This is an optimization exercise on Yosys and OpenROAD, whose aim is small area, a short achievable clock period and few clock cycles per item, not a production implementation.
Only simulation tests tie the RTL to the original design; equivalence was not proved.
Power figures rest on the tool's default switching activity, not on a simulated workload.

==> inputs of job 7130 <==
Design mlp_top, start of the top module:
module mlp_top (
    input  wire        clk,
    input  wire        reset_n,
    input  wire        ser_data,
    input  wire        data_ready,
    input  wire [1:0]  mode,
    output wire [18:0] w_addr,
    output wire        w_we,
    output wire [7:0]  w_wdata,
    input  wire [7:0]  w_rdata,
    output wire [9:0]  n_addr,
    output wire        n_we,
    output wire [7:0]  n_wdata,
    input  wire [7:0]  n_rdata,
    output wire [9:0]  b_addr,
    output wire        b_we,
    output wire [7:0]  b_wdata,
    input  wire [7:0]  b_rdata,
    output wire [9:0]  p1_addr,
    output wire        p1_we,
    output wire [7:0]  p1_wdata,
    input  wire [7:0]  p1_rdata,
    output wire [9:0]  p2_addr,
    output wire        p2_we,
    output wire [7:0]  p2_wdata,
    input  wire [7:0]  p2_rdata,
    output wire [3:0]  result_data,
    output wire        result_valid,
    output wire [7:0]  result_score
);
    wire [7:0] sr;
    wire       sr_valid;
    wire       sr_ld;
    wire [7:0] sr_ld_data;
    deserializer u_des (
        .clk(clk),
        .reset_n(reset_n),
        .ser_in(ser_data),
        .data_ready(data_ready),
        .ld(sr_ld),
        .ld_data(sr_ld_data),
        .data_out(sr),
        .valid(sr_valid)
    );
    controller mlp (
        .clk(clk),
        .reset_n(reset_n),
        .mode(mode),
        .sr(sr),
        .sr_valid(sr_valid),
        .sr_ld(sr_ld),
        .sr_ld_data(sr_ld_data),
  ...
==> flow/config.mk <==
export PLATFORM = sky130hd
export DESIGN_NAME = mlp_top
export DESIGN_NICKNAME = mlp_top
export VERILOG_FILES = /design/flow/design.v
export SDC_FILE = /design/flow/constraint.sdc
export NUM_CORES = 4
export LEC_CHECK = 0
export CAP_MARGIN = 20
export CORE_MARGIN = 2
export CORE_UTILIZATION = 40
export SETUP_SLACK_MARGIN = 4.4
export SLEW_MARGIN = 20
==> flow/constraint.sdc <==
create_clock -name core_clock -period 7.0 [get_ports {clk}]
set_input_delay 1.4000 -clock core_clock [delete_from_list [all_inputs] [get_ports {clk}]]
set_output_delay 1.4000 -clock core_clock [all_outputs]
set_load 0.01 [all_outputs]
run.sh (not shown) runs the stock make flow with config.mk's settings and CLKGATE_MAP_FILE= SYNTH_SCRIPT=/design/flow/synth_recipe.tcl, a recipe that flattens the netlist after the stock synthesis.
==> job 1314: changes against job 7130 <==
ABC_CLOCK_PERIOD_IN_PS = 2600   (was not set)
==> qor summary <==
metric                                                        job 1314     job 7130
Result of the run                             timing/DRC/antenna clean  timing/DRC/antenna clean
R2R Setup Slk                                                  4250 ps      4250 ps
Post-DP HPWL                                                  13100 um     13100 um
Share of the clock period used by the worst path                 39.5%        39.5%
Uppermost layer routed                                            met4         met4
Global routing usage on met1                                     26.0%        26.0%
Min Tclk post-route                                            2760 ps      2760 ps
Design Area, Final                                         11700 sq um  11700 sq um
Count of hold-fix buffers inserted at cts                            0            0
Number of flops mapped to enable cells by yosys                     20           20
PnR worst setup slack                                          4240 ps      4240 ps
# diodes                                                             0            0
Leakage power of the design                                 0.00537 uW   0.00537 uW
Number of flip-flops in the largest register                        16           16
Highest attainable clock frequency                             362 MHz      362 MHz
Count of TritonRoute iterations in the first routing pass            6            6
First-iteration detailed-routing DRC count                         505          505
Netlist Area Pre-Place                                      8270 sq um   8270 sq um
Unrepaired setup endpoints after global routing                   true         true
Sequential group share of total power                            26.7%        26.7%
Non-clock inverter count in the final layout                        77           77
Number of buffers added for setup after CTS                        107          107
Flop+latch power                                               1020 uW      1020 uW
Residual overflow from global routing                                0            0
Clock latency at the later pin of the worst-skew pair           420 ps       420 ps
Testbench counts of job 7130, summed over its fixed seeds: cycles 2,303,904, images 8.
Testbench counts of job 1314, summed over its fixed seeds: cycles 2,303,904, images 8.

---

==> try-amber: inputs <==
Another version of the RTL of mlp_top (not shown whole).
Design mlp_top, start of the top module:
module mlp_top (
    input  wire        clk,
    input  wire        reset_n,
    input  wire        ser_data,
    input  wire        data_ready,
    input  wire [1:0]  mode,
    output wire [18:0] w_addr,
    output wire        w_we,
    output wire [7:0]  w_wdata,
    input  wire [7:0]  w_rdata,
    output wire [9:0]  n_addr,
    output wire        n_we,
    output wire [7:0]  n_wdata,
    input  wire [7:0]  n_rdata,
    output wire [9:0]  b_addr,
    output wire        b_we,
    output wire [7:0]  b_wdata,
    input  wire [7:0]  b_rdata,
    output wire [9:0]  p1_addr,
    output wire        p1_we,
    output wire [7:0]  p1_wdata,
    input  wire [7:0]  p1_rdata,
    output wire [9:0]  p2_addr,
    output wire        p2_we,
    output wire [7:0]  p2_wdata,
    input  wire [7:0]  p2_rdata,
    output wire [3:0]  result_data,
    output wire        result_valid,
    output wire [7:0]  result_score
);
    wire [7:0] sr;
    wire       sr_last;
    wire       sr_ld;
    wire [7:0] sr_ld_data;
    deserializer u_des (
        .clk(clk),
        .reset_n(reset_n),
        .ser_in(ser_data),
        .data_ready(data_ready),
        .ld(sr_ld),
        .ld_data(sr_ld_data),
        .data_out(sr),
        .last_bit(sr_last)
    );
    controller mlp (
        .clk(clk),
  ...
Settings: LEC_CHECK=0, CAP_MARGIN=20, CORE_MARGIN=2, CORE_UTILIZATION=40, SETUP_SLACK_MARGIN=4.3, SLEW_MARGIN=20; clock period 7.0 ns.
standard.sh (not shown) runs the stock make flow with config.mk's settings and CLKGATE_MAP_FILE= SYNTH_SCRIPT=/design/flow/synth_recipe.tcl, a recipe that flattens the netlist after the stock synthesis.
==> flow/flow/run.sh <==
#!/bin/bash
# The standard layout (standard.sh) with two changes:
# - buffer_ports puts buf_1 on every input and output port, in place of the
#   cell it would pick by itself; timing repair still resizes it where
#   timing needs;
# - clock tree synthesis builds the tree from a clkbuf_16 root and clkbuf_8
#   buffers, without dummy loads.
# The make run's full output goes to standard.log; ORFS keeps each step's
# own log under orfs/logs/.
set -euo pipefail
export BUFFER_PORTS_ARGS="-buffer_cell sky130_fd_sc_hd__buf_1"
export CTS_ARGS="-sink_clustering_enable -repair_clock_nets -dont_use_dummy_load -root_buf sky130_fd_sc_hd__clkbuf_16 -buf_list sky130_fd_sc_hd__clkbuf_8"
bash standard.sh > standard.log 2>&1
==> try-garnet (differences from try-amber) <==
--- a/flow/design.v
+++ b/flow/design.v
@@ -1,40 +1,44 @@
 module deserializer (
     input  wire       clk,
     input  wire       reset_n,
     input  wire       ser_in,
     input  wire       data_ready,
     input  wire       ld,
     input  wire [7:0] ld_data,
     output reg  [7:0] data_out,
-    output wire       last_bit
+    output wire       last_bit,
+    output reg        valid
 );
     reg [2:0] bit_cnt;
     assign last_bit = data_ready & (&bit_cnt);
     always @(posedge clk or negedge reset_n) begin
         if (!reset_n) begin
             bit_cnt <= 3'd0;
+            valid   <= 1'b0;
         end else begin
+            valid <= last_bit;
             if (data_ready)
                 bit_cnt <= bit_cnt + 3'd1;
         end
     end
     always @(posedge clk) begin
         if (ld)
             data_out <= ld_data;
         else if (data_ready)
             data_out <= {data_out[6:0], ser_in};
     end
 endmodule
 module controller (
     input  wire        clk,
     input  wire        reset_n,
     input  wire [1:0]  mode,
     input  wire [7:0]  sr,
+    input  wire        sr_valid,
     input  wire        sr_last,
     output wire        sr_ld,
     output wire [7:0]  sr_ld_data,
     output wire [18:0] w_addr,
     output reg         w_we,
     output wire [7:0]  w_wdata,
     input  wire [7:0]  w_rdata,
     output wire [9:0]  n_addr,
@@ -64,31 +68,31 @@
                      Y_934 = 10'd142;
     reg [1:0]  mq;
     reg [8:0]  X;
     reg [9:0]  Y;
     reg        L2, L3;
     reg        run, busy;
     reg        IL, OL;      
     reg        f1, f2, f3;
-    reg        lp1, lp5;
+    reg        lp1, lp2, lp3, lp4, lp5;
     reg [7:0]  wq, xq;
     reg [15:0] ps, pc, acc;
     reg        cy;
     wire [15:0] ms, mc;
     mul8_cs u_mul (.a(wq), .b(xq), .s(ms), .c(mc));
     wire [8:0] Xn = {X[7:0], X[8] ^ X[4]};
     wire [9:0] Yn = {Y[8:0], Y[9] ^ Y[6]};
     wire L1  = ~L2 & ~L3;
     wire ldw = (mq == 2'b01);
     wire ldb = (mq == 2'b10);
     wire inf = (mq == 2'b11);
-    wire stepW = w_we & ldw;
-    wire stepB = w_we & ldb;
-    wire stepR = n_we & ~busy;
+    wire stepW = sr_valid & ldw;
+    wire stepB = sr_valid & ldb;
+    wire stepR = sr_valid & inf & ~busy;
     wire step  = stepW | stepB | run;
     wire il_next  = L2 ? (X == X_299) : L1 ? (Y == Y_783) : (Y == Y_934);
     wire ol_next  = L2 ? (Y == Y_933) : L1 ? (X == X_298) : (X == X_311);
     wire in_slot  = L2 ? (X == X_0) : L1 ? (Y == Y_0) : (Y == Y_785);
     wire il       = stepB | IL;
     wire drain_done = busy & ~run & lp5;
     wire newlayer = (step & il & OL & ~run) | drain_done;
     assign w_addr   = {X, Y};
@@ -100,25 +104,27 @@
     assign b_addr   = 10'd0;
     assign b_we     = 1'b0;
     assign b_wdata  = 8'd0;
     assign p2_addr  = 10'd0;
     assign p2_we    = 1'b0;
     assign p2_wdata = 8'd0;
     always @(posedge clk or negedge reset_n) begin
         if (!reset_n) begin
+            mq   <= 2'b00;
             X    <= X_0;
             Y    <= Y_1;
             L2   <= 1'b0;
             L3   <= 1'b0;
             run  <= 1'b0;
             busy <= 1'b0;
             IL   <= 1'b0;
             OL   <= 1'b0;
         end else begin
+            mq <= mode;
             if (newlayer) begin
                 if (L1) begin
                     L2 <= 1'b1; X <= ldw ? X_1 : X_0; Y <= Y_785;
                 end else if (L2) begin
                     L2 <= 1'b0; L3 <= 1'b1; X <= X_303; Y <= ldw ? Y_786 : Y_785;
                 end else begin
                     L3 <= 1'b0; X <= X_0; Y <= ldw ? Y_0 : Y_1; busy <= 1'b0;
                 end
@@ -148,43 +154,41 @@
                 end else begin
                     Y <= Yn; IL <= il_next;
                 end
             end
         end
     end
     always @(posedge clk or negedge reset_n) begin
         if (!reset_n) begin
-            lp1 <= 1'b0; lp5 <= 1'b0;
-            f1 <= 1'b0; f2 <= 1'b0; f3 <= 1'b0;
+            lp1 <= 1'b0; lp2 <= 1'b0; lp3 <= 1'b0; lp4 <= 1'b0; lp5 <= 1'b0;
             result_valid <= 1'b0;
             w_we  <= 1'b0;
             n_we  <= 1'b0;
             p1_we <= 1'b0;
         end else begin
             lp1 <= run & IL;
-            f1 <= (run & in_slot) | (lp1 & ~run);
-            f2 <= f1;
-            f3 <= f2;
-            lp5 <= f3;
+            lp2 <= lp1; lp3 <= lp2; lp4 <= lp3; lp5 <= lp4;
             result_valid <= drain_done & L3;
             w_we  <= sr_last & (ldw | ldb);
-            n_we  <= (sr_last & inf & ~busy) | (f3 & L2);
-            p1_we <= f3 & L1;
+            n_we  <= (sr_last & inf & ~busy) | (lp4 & L2);
+            p1_we <= lp4 & L1;
         end
     end
     wire [15:0] a0  = acc & {16{~f3}};
     wire        cy0 = cy & ~f3;
     wire [15:0] psn = ~ps, pcn = ~pc;
     wire [15:0] s3  = a0 ^ psn ^ pcn;
     wire [15:0] c3  = {(a0[14:0] & psn[14:0]) | (a0[14:0] & pcn[14:0]) | (psn[14:0] & pcn[14:0]), 1'b0};
     wire [8:0]  lo  = {1'b0, s3[7:0]} + {1'b0, c3[7:0]};
     wire [8:0]  hi  = {s3[15:8], 1'b1} + {c3[15:8], cy0};
     always @(posedge clk) begin
-        mq <= mode;
+        f1 <= run & in_slot;
+        f2 <= f1;
+        f3 <= f2;
         wq <= w_rdata;
         xq <= f1 ? 8'd1 : L2 ? p1_rdata : n_rdata;
         ps <= ~ms;
         pc <= ~mc;
         acc <= {hi[8:1], lo[7:0]};
         cy  <= lo[8];
     end
     wire signed [7:0] h = acc[15:8] + {7'd0, cy};
@@ -196,17 +200,17 @@
             sig = h + 8'd34;
         else if (h < 8'sd12)
             sig = 8'd128 + {h[7], h[7:1]};
         else if (h < 8'sd24)
             sig = h + 8'd233;
         else
             sig = 8'd255;
     end
-    assign sr_ld      = f3;
+    assign sr_ld      = lp4;
     assign sr_ld_data = sig;
     wire [3:0] key = {X[6], X[5], X[3], X[0]};
     reg  [3:0] idx;
     always @(*) begin
         case (key)
             4'b0001: idx = 4'hF;    
             4'b0101: idx = 4'd1;
             4'b1011: idx = 4'd2;
@@ -216,22 +220,18 @@
             4'b1101: idx = 4'd6;
             4'b1111: idx = 4'd7;
             4'b1001: idx = 4'd8;
             4'b0110: idx = 4'd9;
             default: idx = 4'd0;
         endcase
     end
     wire first_out = (key == 4'b0001);
-    wire [7:0] gb = sr & ~result_score;
-    wire [7:0] nb = sr | ~result_score;
-    wire gt = gb[7] | nb[7] & (gb[6] | nb[6] & (gb[5] | nb[5] & (gb[4] |
-              nb[4] & (gb[3] | nb[3] & (gb[2] | nb[2] & (gb[1] | nb[1] & gb[0]))))));
     always @(posedge clk) begin
-        if (lp5 & L3 & (first_out | gt)) begin
+        if (lp5 & L3 & (first_out | (sr > result_score))) begin
             result_score <= sr;
             result_data  <= idx;
         end
     end
 endmodule
 module mul8_cs (
     input  wire [7:0]  a,
     input  wire [7:0]  b,
@@ -417,34 +417,37 @@
     output wire        p2_we,
     output wire [7:0]  p2_wdata,
     input  wire [7:0]  p2_rdata,
     output wire [3:0]  result_data,
     output wire        result_valid,
     output wire [7:0]  result_score
 );
     wire [7:0] sr;
+    wire       sr_valid;
     wire       sr_last;
     wire       sr_ld;
     wire [7:0] sr_ld_data;
     deserializer u_des (
         .clk(clk),
         .reset_n(reset_n),
         .ser_in(ser_data),
         .data_ready(data_ready),
         .ld(sr_ld),
         .ld_data(sr_ld_data),
         .data_out(sr),
-        .last_bit(sr_last)
+        .last_bit(sr_last),
+        .valid(sr_valid)
     );
     controller mlp (
         .clk(clk),
         .reset_n(reset_n),
         .mode(mode),
         .sr(sr),
+        .sr_valid(sr_valid),
         .sr_last(sr_last),
         .sr_ld(sr_ld),
         .sr_ld_data(sr_ld_data),
         .w_addr(w_addr), .w_we(w_we), .w_wdata(w_wdata), .w_rdata(w_rdata),
         .n_addr(n_addr), .n_we(n_we), .n_wdata(n_wdata), .n_rdata(n_rdata),
         .b_addr(b_addr), .b_we(b_we), .b_wdata(b_wdata), .b_rdata(b_rdata),
         .p1_addr(p1_addr), .p1_we(p1_we), .p1_wdata(p1_wdata), .p1_rdata(p1_rdata),
         .p2_addr(p2_addr), .p2_we(p2_we), .p2_wdata(p2_wdata), .p2_rdata(p2_rdata),
Settings changed: SETUP_SLACK_MARGIN 4.3 to 4.2.
==> comparison table <==
| quantity | try-garnet | try-amber |
|---|---|---|
| Slew @ Worst Pin | 0.910 ns | 0.927 ns |
| Flip-flop and latch area | 0.00294 mm² | 0.00285 mm² |
| Post-placement setup slack | 3.86 ns | 3.86 ns |
| PwrDens | 483 mW/mm² | 510 mW/mm² |
| WL met2 | 7180 µm | 7310 µm |
| Worst-case headroom to the max-slew limit | 39.3% | 38.2% |
| Weighted congestion reported at the end of routability-driven placement | 0.838 | 0.836 |
| Leakage power | 3.83 nW | 3.97 nW |
| IR Drop Worst-Case VDD | 270 µV | 190 µV |
| Total Routed Length | 15900 µm | 16400 µm |
| Summed area of non-filler cells in the final layout | 0.00885 mm² | 0.00891 mm² |
| Core Box Area | 0.0202 mm² | 0.0200 mm² |
| Hold Crit Start | mlp.f2$_DFF_P_ | mlp.f2$_DFF_PN0_ |
| Final critical-path setup slack | 4.24 ns | 4.33 ns |
| Global Route met1 Usage | 21.7% | 23.2% |
| Number of synthesized register bits | 125 | 121 |
| Clock-cell share of area | 2.77% | 2.75% |
| Worst reg2reg path endpoint | mlp.ps[7]$_DFF_P_ | mlp.result_data[3]$_DFFE_PP_ |
| Core Util, Final | 43.8% | 44.5% |
| Met3 Wirelength | 598 µm | 699 µm |
| Fill cell count | 2026 | 2039 |
| Outcome | timing/DRC/antenna clean | timing/DRC/antenna clean |
Testbench counts of try-amber, summed over its fixed seeds: cycles 2,307,584, images 8.
Testbench counts of try-garnet, summed over its fixed seeds: cycles 2,307,584, images 8.

-- afterwards: timing with drivers on the ports --
Ports are ideal in the flow. The routed layouts listed here were re-timed in OpenROAD. Step 1 sets driving cells, clkbuf_16 on the clock port and buf_2 on the other inputs (assumed; they add their load-dependent delay and slew). Step 2 adds t to the input delays and takes it off the output delays; t is the mean of the earliest and latest rising clock arrival at the registers after step 1. Input paths then give back, and output paths get back, about the clock's delay inside the block. Slacks: ideal ports / drivers / drivers and shift; pairs: ideal ports / drivers.
run	t, ns	setup slack, ns	slew at the worst register clock pin (ns)	worst slew at a driven data input, ns	pins driven straight from the clock port
job 7130	0.467	4.236 / 4.189 / 4.251	0.06 / 0.06	0.04	1
job 1314	0.467	4.236 / 4.189 / 4.251	0.06 / 0.06	0.04	1
try-amber	0.401	4.334 / 4.334 / 4.334	0.08 / 0.08	0.04	1
try-garnet	0.403	4.243 / 4.243 / 4.243	0.07 / 0.07	0.04	1
After both steps every run listed still meets setup and hold.
